Source: an optimization exercise on an open RTL-to-GDS flow (aim: small area and a short achievable clock period). Production flows keep margins and buffers that such runs may drop. No functional check of the RTL was part of any run shown here. Power is estimated from default activity; no workload was simulated.

==> design/flow/run.sh <==
#!/bin/bash
# synth_recipe.tcl (not shown) runs the flow's synth.tcl, then flattens the netlist and writes it again
# the make line also repeats each setting of config.mk as NAME=value (left out here)
make -C /OpenROAD-flow-scripts/flow DESIGN_CONFIG=/design/flow/config.mk WORK_HOME=/design/flow/orfs CLKGATE_MAP_FILE= SYNTH_SCRIPT=/design/flow/synth_recipe.tcl finish
==> design/flow/config.mk <==
export PLATFORM = sky130hd
export DESIGN_NAME = tanh9slices
export DESIGN_NICKNAME = tanh9slices
export VERILOG_FILES = /design/flow/design.v
export SDC_FILE = /design/flow/constraint.sdc
export NUM_CORES = 4
export LEC_CHECK = 0
export CAP_MARGIN = 20
export CORE_MARGIN = 2
export CORE_UTILIZATION = 40
export SETUP_SLACK_MARGIN = 5
export SLEW_MARGIN = 20
==> design/flow/constraint.sdc <==
create_clock -name core_clock -period 8.0 [get_ports {clk}]
set_input_delay 1.6000 -clock core_clock [delete_from_list [all_inputs] [get_ports {clk}]]
set_output_delay 1.6000 -clock core_clock [all_outputs]
set_load 0.01 [all_outputs]
==> design/flow/design.v <==
`timescale 1ns / 1ps
module tanh9_lane (
    input  wire        clk,
    input  wire [15:0] x,
    output wire [15:0] y
);
    wire        s_in = x[15];
    wire [14:0] ua   = x[14:0] ^ {15{s_in}};
    wire sat_in = (ua >= 15'd6144);
    wire lt683  = (ua[12:0] < 13'd683);
    wire lt2048 = (ua[12:0] < 13'd2048);
    wire lt3413 = (ua[12:0] < 13'd3413);
    wire lt4096 = (ua[12:0] < 13'd4096);
    wire lt4779 = (ua[12:0] < 13'd4779);
    wire [6:0] g_in;
    assign g_in[0] = ~sat_in & lt683;                 
    assign g_in[1] = ~sat_in & lt2048 & ~lt683;       
    assign g_in[2] = ~sat_in & lt3413 & ~lt2048;      
    assign g_in[3] = ~sat_in & lt4096 & ~lt3413;      
    assign g_in[4] = ~sat_in & lt4779 & ~lt4096;      
    assign g_in[5] = ~sat_in & ~lt4779;               
    assign g_in[6] = sat_in;
    reg        s1_s;
    reg [10:0] s1_u;
    reg [6:0]  s1_g;
    always @(posedge clk) begin
        s1_s <= s_in; s1_u <= ua[10:0]; s1_g <= g_in;
    end
    wire        s = s1_s;
    wire [10:0] u = s1_u;
    wire [6:0]  g = s1_g;
    wire gs1 = g[1] | g[3] | g[4] | g[5];
    wire p2 = g[0] | (gs1 & s) | (g[2] & u[0]);
    wire p3 = (g[0] & ~u[0]);
    wire gs4 = g[0] | g[1];
    wire gs5 = g[3] | g[4] | g[5];
    wire p6 = (gs4 & s) | (gs5 & u[0]) | (g[2] & u[1]);
    wire p7 = (g[0] & ~u[1]);
    wire p8 = (gs4 & s) | (gs5 & u[1]) | (g[2] & u[2]);
    wire p9 = (g[0] & ~u[2]);
    wire gs10 = g[1] | g[2] | g[3] | g[4] | g[5];
    wire p11 = g[0] | (gs10 & u[0]);
    wire gs12 = g[2] | g[3] | g[4] | g[5];
    wire p13 = (gs12 & s) | (g[0] & ~u[0]);
    wire p14 = (gs5 & u[2]) | (g[2] & u[3]) | (g[0] & ~u[3]);
    wire p15 = (g[0] & s) | (gs10 & u[1]);
    wire p16 = (g[0] & ~u[1]) | (gs5 & u[3]) | (g[2] & u[4]);
    wire gs17 = g[3] | g[4];
    wire p18 = (gs17 & s) | (g[0] & ~u[4]);
    wire p19 = (gs17 & u[0]);
    wire p20 = (g[0] & s) | (gs10 & u[2]);
    wire p21 = (g[0] & ~u[2]) | (gs5 & u[4]) | (g[2] & u[5]);
    wire p22 = (g[5] & s) | (gs17 & u[1]) | (g[0] & ~u[5]);
    wire p23 = (g[5] & u[0]);
    wire p24 = g[0] | (gs10 & u[3]);
    wire p25 = (g[1] & s) | (g[0] & ~u[0]) | (gs5 & u[5]) | (g[2] & u[6]);
    wire p26 = (g[1] & u[0]) | (g[5] & u[1]) | (gs17 & u[2]) | (g[0] & ~u[3]);
    wire p27 = (g[0] & ~u[6]);
    wire p28 = (g[0] & s) | (gs10 & u[4]);
    wire p29 = (g[1] & u[1]) | (g[0] & ~u[1]) | (gs5 & u[6]) | (g[2] & u[7]);
    wire p30 = (gs17 & s) | (g[5] & u[2]) | (g[0] & ~u[4]);
    wire p31 = (gs17 & u[0]) | (g[0] & ~u[7]);
    wire p32 = (gs17 & u[3]);
    wire p33 = (g[0] & s) | (gs10 & u[5]);
    wire p34 = (g[1] & s) | (g[0] & ~u[2]) | (gs5 & u[7]) | (g[2] & u[8]);
    wire p35 = (g[1] & u[0]) | (gs17 & u[1]) | (g[5] & u[3]) | (g[0] & ~u[5]);
    wire p36 = (g[1] & u[2]) | (gs17 & u[4]) | (g[0] & ~u[8]);
    wire p37 = (g[0] & s) | (gs10 & u[6]);
    wire p38 = (g[2] & s) | (g[1] & u[1]) | (g[0] & ~u[3]) | (gs5 & u[8]);
    wire p39 = (g[2] & u[0]) | (gs17 & u[2]) | (g[1] & u[3]) | (g[5] & u[4]) | (g[0] & ~u[6]);
    wire p40 = (gs17 & u[5]) | (g[2] & u[9]) | (g[0] & ~u[9]);
    wire p41 = (g[0] & ~s) | (gs10 & u[7]);
    wire p42 = (g[1] & s) | (g[2] & u[1]) | (g[0] & ~u[4]) | (gs5 & u[9]);
    wire p43 = (g[1] & u[0]) | (g[2] & u[10]) | (gs17 & u[3]) | (g[5] & u[5]) | (g[0] & ~u[7]);
    wire p44 = (g[1] & u[2]) | (gs17 & u[6]);
    wire p45 = (g[1] & u[4]);
    wire p46 = (g[6] & s) | (g[0] & ~s) | (gs10 & u[8]);
    wire gs47 = g[3] | g[5];
    wire p48 = (g[0] & u[0]) | (g[1] & u[1]) | (gs47 & u[10]) | (g[2] & u[2]) | (g[4] & u[4]);
    wire p49 = (g[1] & u[3]) | (g[0] & ~u[5]) | (g[5] & u[6]) | (gs17 & u[7]);
    wire p50 = (g[3] & u[4]) | (g[1] & u[5]) | (g[0] & ~u[8]);
    wire gs51 = g[0] | g[6];
    wire p52 = (gs51 & ~s) | (gs10 & u[9]);
    wire p53 = (g[0] & u[1]) | (g[1] & u[2]) | (g[2] & u[3]) | (gs17 & u[5]) | (g[5] & u[7]);
    wire p54 = (g[1] & u[4]) | (g[0] & ~u[6]) | (gs17 & u[8]);
    wire p55 = g[4] | (g[1] & u[6]) | (g[0] & ~u[9]);
    wire gs56 = g[3] | g[4] | g[5] | g[6];
    wire gs57 = g[1] | g[2];
    wire p58 = gs56 | (g[0] & s) | (gs57 & u[10]);
    wire p59 = (gs47 & u[10]) | (g[0] & u[2]) | (g[1] & u[3]) | (g[2] & u[4]) | (g[4] & u[6]);
    wire p60 = (g[1] & u[5]) | (g[0] & ~u[7]) | (g[5] & u[8]) | (gs17 & u[9]);
    wire p61 = (g[3] & u[6]) | (g[1] & u[7]);
    wire gs62 = g[0] | g[2] | g[3] | g[5];
    wire p63 = gs62 | (g[1] & u[4]) | (g[4] & u[7]);
    wire p64 = (g[3] & u[10]) | (g[0] & u[3]) | (g[2] & u[5]) | (g[1] & u[6]) | (g[5] & u[9]);
    wire p65 = (g[3] & u[7]) | (g[1] & u[8]) | (g[0] & ~u[8]);
    wire gs66 = g[0] | g[1] | g[2] | g[6];
    wire p67 = gs66 | (g[5] & u[10]) | (gs17 & u[8]);
    wire p68 = (g[0] & u[4]) | (g[1] & u[5]) | (g[2] & u[6]);
    wire p69 = (g[1] & u[7]) | (g[0] & ~u[9]);
    wire p70 = (g[1] & u[9]);
    wire gs71 = g[4] | g[6];
    wire p72 = gs71 | (g[1] & u[10]) | (g[0] & u[5]) | (g[2] & u[7]) | (g[3] & u[9]);
    wire p73 = (g[1] & u[6]) | (g[4] & u[9]);
    wire p74 = (g[1] & u[8]);
    wire gs75 = g[0] | g[1] | g[5] | g[6];
    wire p76 = gs75 | (g[3] & u[10]) | (g[2] & u[8]);
    wire p77 = (g[0] & u[6]) | (g[1] & u[7]);
    wire p78 = (g[1] & u[9]);
    wire gs79 = g[0] | g[1] | g[4] | g[5] | g[6];
    wire p80 = gs79 | (g[2] & u[9]);
    wire p81 = (g[1] & u[10]) | (g[0] & u[7]);
    wire p82 = (g[1] & u[8]);
    wire gs83 = g[0] | g[3] | g[4] | g[5] | g[6];
    wire p84 = gs83 | (g[2] & u[10]) | (g[1] & u[9]);
    wire p85 = (g[0] & u[8]);
    wire gs86 = g[0] | g[2] | g[3] | g[4] | g[5] | g[6];
    wire p87 = gs86 | (g[1] & u[10]);
    wire p88 = (g[0] & u[9]);
    wire p89 = gs86;
    wire s90 = p28 ^ p29;
    wire c91 = p28 & p29;
    wire s92 = p33 ^ p34;
    wire c93 = p33 & p34;
    wire s94 = p37 ^ p38;
    wire c95 = p37 & p38;
    wire s96 = p41 ^ p42 ^ p43;
    wire c97 = (p41 & p42) | (p41 & p43) | (p42 & p43);
    wire s98 = p46 ^ p48;
    wire c99 = p46 & p48;
    wire s100 = p52 ^ p53;
    wire c101 = p52 & p53;
    wire s102 = p58 ^ p59;
    wire c103 = p58 & p59;
    wire s104 = p15 ^ p16;
    wire c105 = p15 & p16;
    wire s106 = p20 ^ p21 ^ p22;
    wire c107 = (p20 & p21) | (p20 & p22) | (p21 & p22);
    wire s108 = p24 ^ p25 ^ p26;
    wire c109 = (p24 & p25) | (p24 & p26) | (p25 & p26);
    wire s110 = p30 ^ p31 ^ p32;
    wire c111 = (p30 & p31) | (p30 & p32) | (p31 & p32);
    wire s112 = p35 ^ p36 ^ c91;
    wire c113 = (p35 & p36) | (p35 & c91) | (p36 & c91);
    wire s114 = p39 ^ p40 ^ c93;
    wire c115 = (p39 & p40) | (p39 & c93) | (p40 & c93);
    wire s116 = p44 ^ p45 ^ c95;
    wire c117 = (p44 & p45) | (p44 & c95) | (p45 & c95);
    wire s118 = p49 ^ p50 ^ c97;
    wire c119 = (p49 & p50) | (p49 & c97) | (p50 & c97);
    wire s120 = p54 ^ p55 ^ c99;
    wire c121 = (p54 & p55) | (p54 & c99) | (p55 & c99);
    wire s122 = p60 ^ p61 ^ c101;
    wire c123 = (p60 & p61) | (p60 & c101) | (p61 & c101);
    wire s124 = p63 ^ p64 ^ p65;
    wire c125 = (p63 & p64) | (p63 & p65) | (p64 & p65);
    wire s126 = p67 ^ p68 ^ p69;
    wire c127 = (p67 & p68) | (p67 & p69) | (p68 & p69);
    wire s128 = p72 ^ p73;
    wire c129 = p72 & p73;
    wire s130 = p76 ^ p77;
    wire c131 = p76 & p77;
    wire s132 = p80 ^ p81;
    wire c133 = p80 & p81;
    wire s134 = p11 ^ p13;
    wire c135 = p11 & p13;
    wire s136 = p18 ^ p19 ^ s104;
    wire c137 = (p18 & p19) | (p18 & s104) | (p19 & s104);
    wire s138 = p23 ^ c105 ^ s106;
    wire c139 = (p23 & c105) | (p23 & s106) | (c105 & s106);
    wire s140 = p27 ^ c107 ^ s108;
    wire c141 = (p27 & c107) | (p27 & s108) | (c107 & s108);
    wire s142 = s90 ^ c109 ^ s110;
    wire c143 = (s90 & c109) | (s90 & s110) | (c109 & s110);
    wire s144 = s92 ^ c111 ^ s112;
    wire c145 = (s92 & c111) | (s92 & s112) | (c111 & s112);
    wire s146 = s94 ^ c113 ^ s114;
    wire c147 = (s94 & c113) | (s94 & s114) | (c113 & s114);
    wire s148 = s96 ^ c115 ^ s116;
    wire c149 = (s96 & c115) | (s96 & s116) | (c115 & s116);
    wire s150 = s98 ^ c117 ^ s118;
    wire c151 = (s98 & c117) | (s98 & s118) | (c117 & s118);
    wire s152 = s100 ^ c119 ^ s120;
    wire c153 = (s100 & c119) | (s100 & s120) | (c119 & s120);
    wire s154 = s102 ^ c121 ^ s122;
    wire c155 = (s102 & c121) | (s102 & s122) | (c121 & s122);
    wire s156 = c103 ^ c123 ^ s124;
    wire c157 = (c103 & c123) | (c103 & s124) | (c123 & s124);
    wire s158 = p70 ^ c125 ^ s126;
    wire c159 = (p70 & c125) | (p70 & s126) | (c125 & s126);
    wire s160 = p74 ^ c127 ^ s128;
    wire c161 = (p74 & c127) | (p74 & s128) | (c127 & s128);
    wire s162 = p78 ^ c129 ^ s130;
    wire c163 = (p78 & c129) | (p78 & s130) | (c129 & s130);
    wire s164 = p82 ^ c131 ^ s132;
    wire c165 = (p82 & c131) | (p82 & s132) | (c131 & s132);
    wire s166 = p84 ^ p85 ^ c133;
    wire c167 = (p84 & p85) | (p84 & c133) | (p85 & c133);
    wire s168 = p87 ^ p88;
    wire c169 = p87 & p88;
    wire [21:0] ra = {p89, c167, c165, c163, c161, c159, c157, c155, c153, c151, c149, c147, c145, c143, c141, c139, c137, c135, p14, p8, p6, p2};
    wire [21:0] rb = {c169, s168, s166, s164, s162, s160, s158, s156, s154, s152, s150, s148, s146, s144, s142, s140, s138, s136, s134, p9, p7, p3};
    wire [11:0] lo = {1'b0, ra[10:0]} + {1'b0, rb[10:0]};
    reg        s2_s, s2_c;
    reg [10:0] s2_a, s2_b;
    always @(posedge clk) begin
        s2_s <= s; s2_c <= lo[11]; s2_a <= ra[21:11]; s2_b <= rb[21:11];
    end
    wire [10:0] r = s2_a + s2_b + {10'd0, s2_c};
    reg        s3_s;
    reg [10:0] s3_y;
    always @(posedge clk) begin
        s3_s <= s2_s; s3_y <= r ^ {11{s2_s}};
    end
    assign y = {{5{s3_s}}, s3_y};
endmodule
module tanh9slices (
    input wire clk,
    input wire rst_n,
    input wire signed [15:0] x0_in,
    input wire signed [15:0] x1_in,
    input wire valid_in,
    output wire signed [15:0] y0_out,
    output wire signed [15:0] y1_out,
    output reg valid_out
);
    reg v1, v2;
    always @(posedge clk or negedge rst_n) begin
        if (!rst_n) begin
            v1 <= 1'b0; v2 <= 1'b0; valid_out <= 1'b0;
        end else begin
            v1 <= valid_in; v2 <= v1; valid_out <= v2;
        end
    end
    tanh9_lane lane0 (.clk(clk), .x(x0_in), .y(y0_out));
    tanh9_lane lane1 (.clk(clk), .x(x1_in), .y(y1_out));
endmodule
==> metrics.yaml, run 1 <==
outcome:
  status: "timing/DRC/antenna clean"
power:
  p_leak_nw: 4.55
  internal_power_mw: 1.54
  ir_drop_mv: 0.122
  switchingPower_mw: 0.638
  p_clk_share_pct: 38.2
  p_seq_share_pct: 34.1
  report.power.total_mw: 2.18
  pwr-share-comb_pct: 27.7
  power.density_nw_per_um2: 218
  switching_share_pct: 29.3
global_routing:
  grt_overflow: 0
  grt_pass1_vias: 6454
  grt_pass1_wl_mm: 32.1
  grt_usage_pct: 17.9
  grt_max_degree: 34
  antenna_found_initial: 0
floorplanning:
  core_area_um2: 20300
  start_util_pct: 40.8
  ioPinCount: 68
  dieArea_um2: 21900
  die_h_um: 148
  dieWidth_um: 148
  rows: 52
synth:
  synthCells: 943
  syn_area_per_cell_um2: 8.79
  ys_seq_area_share_pct: 27.5
  syn_area_um2: 8290
  ys_dominant_reg_cell: "dfxtp_1"
  synthDistinctLibCells: 63
  ys_ff_latch: 113
  async_flop_share_pct: 2.65
  yosys_warnings: 2
  synth_edf_count: 0
  synthesis.nets: 1100
clock_tree:
  insertion_delay_ns: 0.42
  cts_buffers: 17
  tritoncts: "yes"
  clock_path_buffers: 2
  clkTransAtPathRegs_ns: 0.06
  clock-sinks: 113
  clock-root-buffer: "clkbuf_16"
  htreeDepth: 4
critical_path:
  timing.rr.start: "lane1.s1_g[3]"
  reg2reg_depth: 12
  r2r_slack_ns: 4.97
  worstPathArrival_ns: 3.34
  r2r-end: "lane1.s2_c"
  path_class: "flip-flop to flip-flop"
  cp_data_required_time_ns: 8.31
  setup.worst_path.start_class: "flip-flop"
  cp_max_fo: 7
  end_kind: "flip-flop"
final_layout:
  layout-drive-gt1-share_pct: 10.0
  diodes: 0
  utilization_pct: 49.2
  fin_area_um2: 9980
  fin_nets: 1132
  fillCellCount: 1952
  area_growth_syn_to_layout_pct: 20.5
timing:
  hold_violations: 0
  fmax_mhz: 330
  slew_headroom_pct: 53.3
  tightest_slew_ns: 0.699
  clock-skew-final_ns: 0.00473
  rsz0062_at_grt: "true"
  layout_min_cycle_time_ns: 3.03
  final-setup-viol-count: 0
  fin_tns_setup_ns: 0
  slew_violations: 0
  layout_worst_path_cycle_share_pct: 37.9
min_path:
  holdCritPathClass: "flip-flop to flip-flop"
  min_from: "v1"
  whs_endpoint: "v2"
  worstHoldPathCells: 0
drt:
  post_drt_wl_per_cell_um: 15.1
  vias_per_cell: 5.37
  drtIter0Drc: 645
  ant_nets: 0
  vias: 6756
  drc: 0
  routed_wl_mm: 19.0
  drt_pre_antenna_iters: 6
place:
  gp_congestion: 0.886
  dp_hpwl_mm: 13.6
  placed_area_um2: 9010
  portBuffers: 67
run:
  maxCapViolCount: 0
-- logic make-up after synthesis --
group	share of synthesized area, %
AND/OR/NAND/NOR	16.9
AO/OA/AOI/OAI	17.5
buffers and inverters	7.94
adder cells (fa/ha/maj)	23.9
flip-flops	27.5
XOR/XNOR	6.34
-- worst max path at each step --
stage / depth (start not counted) / to / start / slack (ns)
3_3_place_gp: 5 / lane1.s1_g[3] / x1_in[15] / 4.29
6_report: 12 / lane1.s2_c / lane1.s1_g[3] / 4.97
3_5_place_dp: 5 / lane1.s1_g[3] / x1_in[15] / 4.19
2_1_floorplan: 12 / lane1.s2_c / lane1.s1_g[4] / 4.96
4_1_cts: 11 / lane0.s2_c / lane0.s1_g[5] / 4.64
5_1_grt: 13 / lane0.s2_c / lane0.s1_g[3] / 4.85
-- state kept, by name (all words and copies together) (netlist names), 7 cells and up --
signal,flops
lane0.s3_y,11
lane1.s3_y,11
lane1.s1_g,7
lane1.s1_u,11
lane1.s2_a,11
lane0.s2_b,11
lane0.s1_u,11
lane0.s1_g,7
lane0.s2_a,11
lane1.s2_b,11
-- area by class of cell --
class	instances	area, um2	share of cell area, %
flip-flops and latches	113	2310	23.2
well taps	270	338	3.38
repair buffers	87	858	8.60
clock inverters	13	208	2.08
inverters	84	319	3.20
clock buffers	19	443	4.44
multi-input cells	672	5500	55.1
-- layer usage --
| layer | routed length, um | global-route usage [%] |
|---|---|---|
| met1 | 9010 | 26.5 |
| met5 | 0 | 0 |
| met4 | 365 | 6.48 |
| met3 | 1640 | 3.64 |
| met2 | 7960 | 25.8 |
-- worst max-delay path, stage by stage, from the launching register on --
cell	delay [ns]
dfxtp_4	0.35
or3_4	0.43
nand2b_4	0.20
a21o_1	0.17
ha_2	0.17
fa_1	0.48
inv_1	0.05
fa_1	0.48
inv_1	0.05
ha_2	0.17
a21o_1	0.18
a21oi_2	0.12
o21ai_1	0.06
-- what timing repair did --
action | 4_1_cts | 5_1_grt
hold buffers | 0 | 0
setup buffers | 10 | 7
gates resized for setup | 15 | 34
pin swaps | 5 | 6
endpoints found under the hold margin | 0 | 0
cloned | 1 | 1
setup endpoints to repair | 11 | 11
-- cells in the mapped netlist, types with 10 or more instances --
cell type	number	area (um2)
a211oi_1	10	75.1
a21o_1	17	128
a21oi_1	60	300
a221o_1	12	120
a22oi_1	11	82.6
and3_1	14	87.6
buf_2	14	70.1
buf_4	10	75.1
clkbuf_1	42	158
dfxtp_1	110	2200
fa_1	60	1200
ha_1	62	776
inv_1	83	312
nand2_1	109	409
nand2b_1	10	62.6
nand3_1	32	160
nand4_1	14	87.6
nor2_1	37	139
o21ai_0	16	80.1
o21ai_1	15	75.1
xnor2_1	21	184
xor2_1	39	342
-- power by group through the flow --
stage,registers (mW),logic [mW],clock network (mW)
floorplan,0.738,0.390,0
global placement,0.754,0.580,0
detailed placement,0.755,0.583,0
CTS,0.742,0.595,0.851
global route,0.752,0.681,0.877
finish,0.741,0.603,0.831
-- stage by stage --
stage,instances,worst slack [ns],hold slack (ns)
final,1258,4.97,0.352
after global routing,1258,4.85,0.355
after CTS,1250,4.64,0.355
after detailed placement,1207,4.19,0.344
after global placement,1207,4.29,0.334
after floorplan,943,4.96,0.331
-- cell usage in the layout (no fill, tap or decap), drive strengths merged, types with 12 or more instances in the layout --
| cell | synthesis | routed |
|---|---|---|
| nand4 | 14 | 14 |
| inv | 84 | 84 |
| buf | 32 | 20 |
| clkbuf | 44 | 20 |
| clkdlybuf4s50 | 0 | 64 |
| o21ai | 31 | 31 |
| dfxtp | 110 | 110 |
| xor2 | 39 | 39 |
| xnor2 | 21 | 21 |
| a221o | 12 | 12 |
| ha | 62 | 62 |
| fa | 60 | 60 |
| a21oi | 60 | 60 |
| a21o | 17 | 17 |
| nand3 | 32 | 32 |
| nand2 | 111 | 111 |
| and3 | 16 | 16 |
| nor2 | 37 | 37 |
==> run 2, diff against run 1 <==
--- a/design/flow/config.mk
+++ b/design/flow/config.mk
@@ -8,5 +8,4 @@
 export CAP_MARGIN = 20
 export CORE_MARGIN = 2
 export CORE_UTILIZATION = 40
-export SETUP_SLACK_MARGIN = 5
 export SLEW_MARGIN = 20
==> run 2 against run 1 <==
Compared with the run above:
- still clean
- clock-buffer cell count is the same
- non-clock buffer count shrank 17
- global-route usage shrank 0.31 points
- cell count shrank 1.5%
- critical path depth shrank 2
- die area is the same
- sequential share of layout area grew 0.72 points
- flip-flop and latch count is the same
- worst setup slack lost 0.66 ns
- power shrank 6.9%
- sequential power is essentially flat
- critical path type unchanged
- largest cell class unchanged
- largest power group is now registers
==> metrics.yaml, run 2 <==
outcome:
  status: "timing/DRC/antenna clean"
clock_tree:
  htreeDepth: 4
  clock-sinks: 113
  clock-root-buffer: "clkbuf_16"
  clkTransAtPathRegs_ns: 0.06
  cts_resized: 0
  tritoncts: "yes"
  post_cts_buffers: 0
  hold_buffers: 0
  insertion_delay_ns: 0.42
  clock_path_buffers: 2
  cts_buffers: 17
floorplanning:
  rows: 52
  dieArea_um2: 21900
  core_area_um2: 20300
  ioPinCount: 68
  dieWidth_um: 148
  die_h_um: 148
  start_util_pct: 40.8
global_routing:
  grt_pass1_vias: 6424
  grt_max_degree: 34
  grt_usage_pct: 17.6
  grt_overflow: 0
  grt_pass1_wl_mm: 31.5
  antenna_found_initial: 0
place:
  dp_hpwl_mm: 13.7
  gp_congestion: 0.876
  portBuffers: 67
synth:
  async_flop_share_pct: 2.65
  synthCells: 943
  ys_ff_latch: 113
  syn_area_per_cell_um2: 8.79
  syn_area_um2: 8290
  yosys_warnings: 2
  synth_edf_count: 0
  ys_dominant_reg_cell: "dfxtp_1"
  synth_area_leaders: "dfxtp_1 27%, fa_1 14%, ha_1 9.4%"
  yosys.area.top_type: "dfxtp_1"
  synth_top_area_share_pct: 26.6
  netlist_top_cells_count: "110 x dfxtp_1, 109 x nand2_1, 83 x inv_1"
  synthDistinctLibCells: 63
  synthesis.nets: 1100
  ys_seq_area_share_pct: 27.5
  synth_most_common_cell: "dfxtp_1"
timing:
  fmax_mhz: 271
  tightest_slew_ns: 0.943
  layout_min_cycle_time_ns: 3.69
  clock-skew-final_ns: 0.00662
  rsz0062_at_grt: "false"
  final-setup-viol-count: 0
  fin_tns_setup_ns: 0
  layout_worst_path_cycle_share_pct: 46.2
  slew_violations: 0
  hold_violations: 0
  slew_headroom_pct: 36.9
drt:
  routed_wl_mm: 18.4
  vias: 6544
  post_drt_wl_per_cell_um: 14.8
  drt_pre_antenna_iters: 5
  vias_per_cell: 5.28
  drtIter0Drc: 520
  ant_nets: 0
  drc: 0
run:
  maxCapViolCount: 0
final_layout:
  area_growth_syn_to_layout_pct: 15.0
  fillCellCount: 1959
  fin_nets: 1113
  layout_commonest_cell: "dfxtp_1"
  layout-drive-gt1-share_pct: 4.23
  mostFrequentLayoutCells: "110 x dfxtp_1, 109 x nand2_1, 83 x inv_1"
  utilization_pct: 47.0
  diodes: 0
power:
  p_clk_share_pct: 34.7
  internal_power_mw: 1.40
  power.density_nw_per_um2: 213
  p_seq_share_pct: 36.7
  pwr-share-comb_pct: 28.5
  ir_drop_mv: 0.109
  switching_share_pct: 31.0
  switchingPower_mw: 0.628
  p_leak_nw: 4.38
critical_path:
  end_kind: "flip-flop"
  cp_max_fo: 16
  path_class: "flip-flop to flip-flop"
  worst-path-buf-inv: 0
  critical-path-top-delay-family: "adder cells"
  path_cells: "or3_1 -> nand2b_1 -> a21o_1 -> ha_1 -> fa_1 -> fa_1 -> ha_1 -> a21o_1 -> a21oi_1 -> o21ai_1"
  worstPathArrival_ns: 4.00
  setup.worst_path.start_class: "flip-flop"
  critPathSlowestCell: "or3_1"
  max_stage_delay_ns: 0.63
  cp_data_required_time_ns: 8.31
min_path:
  holdCritPathClass: "flip-flop to flip-flop"
[run 2: cell counts after synthesis]
Identical to the previous run, type by type.
[run 2: cell type report]
class / instances / area, um2 / area share, %
sequential: 113 / 2280 / 23.9
clock inverter: 13 / 115 / 1.21
multi-input combinational: 670 / 5350 / 56.1
timing repair buffer: 70 / 693 / 7.27
tap: 270 / 338 / 3.54
inverter: 84 / 315 / 3.31
clock buffer: 19 / 443 / 4.65
[run 2: kinds of logic after synthesis]
family / count (synthesis) / synth area share [%]
and+or+nand+nor: 282 / 16.9
AOI/OAI and AO/OA: 206 / 17.5
buffers and inverters: 160 / 7.94
adders and majority gates: 122 / 23.9
DFF: 113 / 27.5
xor gates and xnor gates: 60 / 6.34
[run 2: worst paths after layout]
path / cells after the start / end / startpoint / slack [ns]
worst max register to register: 10 / lane1.s2_c / lane1.s1_g[5] / 4.31
worst min register to register: 0 / v2 / v1 / 0.35
min in group asynchronous: 1 / valid_out / rst_n / 1.36
worst max-delay path: 10 / lane1.s2_c / lane1.s1_g[5] / 4.31
worst min-delay path: 0 / v2 / v1 / 0.35
max in group asynchronous: 1 / v1 / rst_n / 6.50
[run 2: power by group through the flow]
stage	clock, mW	combinational [mW]	sequential [mW]
after floorplan	0	0.384	0.738
after global placement	0	0.577	0.755
after detailed placement	0	0.583	0.755
after CTS	0.719	0.587	0.743
after global routing	0.743	0.656	0.756
final	0.704	0.578	0.744
[run 2: through the flow]
stage | setup WS [ns] | hold slack, ns | total power, mW | std cells | cell area, um2
2_1_floorplan | 4.86 | 0.331 | 1.12 | 943 | 8290
3_3_place_gp | 4.27 | 0.335 | 1.33 | 1207 | 8970
3_5_place_dp | 4.21 | 0.337 | 1.34 | 1207 | 8970
4_1_cts | 4.33 | 0.354 | 2.05 | 1239 | 9530
5_1_grt | 3.98 | 0.356 | 2.15 | 1239 | 9530
6_report | 4.31 | 0.350 | 2.03 | 1239 | 9530
[run 2: per-layer routing]
metal | part of all wire [%] | up-vias | GRT usage [%]
li1 | - | 3262 | -
met1 | 49 | 3011 | 25.4
met2 | 43 | 250 | 26.3
met3 | 7.0 | 21 | 3.86
met4 | 1.4 | 0 | 5.57
met5 | 0 | - | 0

## afterwards: timing with drivers on the ports
No port has a modelled driver above. Below, the same layouts with a new extraction and two added sets of constraints. Step 1: set_driving_cell puts a clkbuf_16 on clk and a buf_2 on each other input, an assumption about the parent block. Step 2 times the ports against the registers' clock, not the clock port: input delays grow and output delays shrink by t, the midpoint of the rising clock arrivals with the driver on. Slacks: ideal / step 1 / step 2; pairs: ideal / step 1.
| run | t (ns) | setup WS [ns] | worst data-port slew with drivers (ns) | cell pins on the clock port's net |
|---|---|---|---|---|
| run 1 | 0.459 | 4.968 / 4.968 / 4.655 | 0.04 | 1 |
| run 2 | 0.457 | 4.306 / 4.306 / 4.192 | 0.04 | 1 |
After both steps every run listed still meets setup and hold. The setup slack of run 1, which loses most, moves by 0.000 ns with the drivers and by -0.313 ns with both steps.
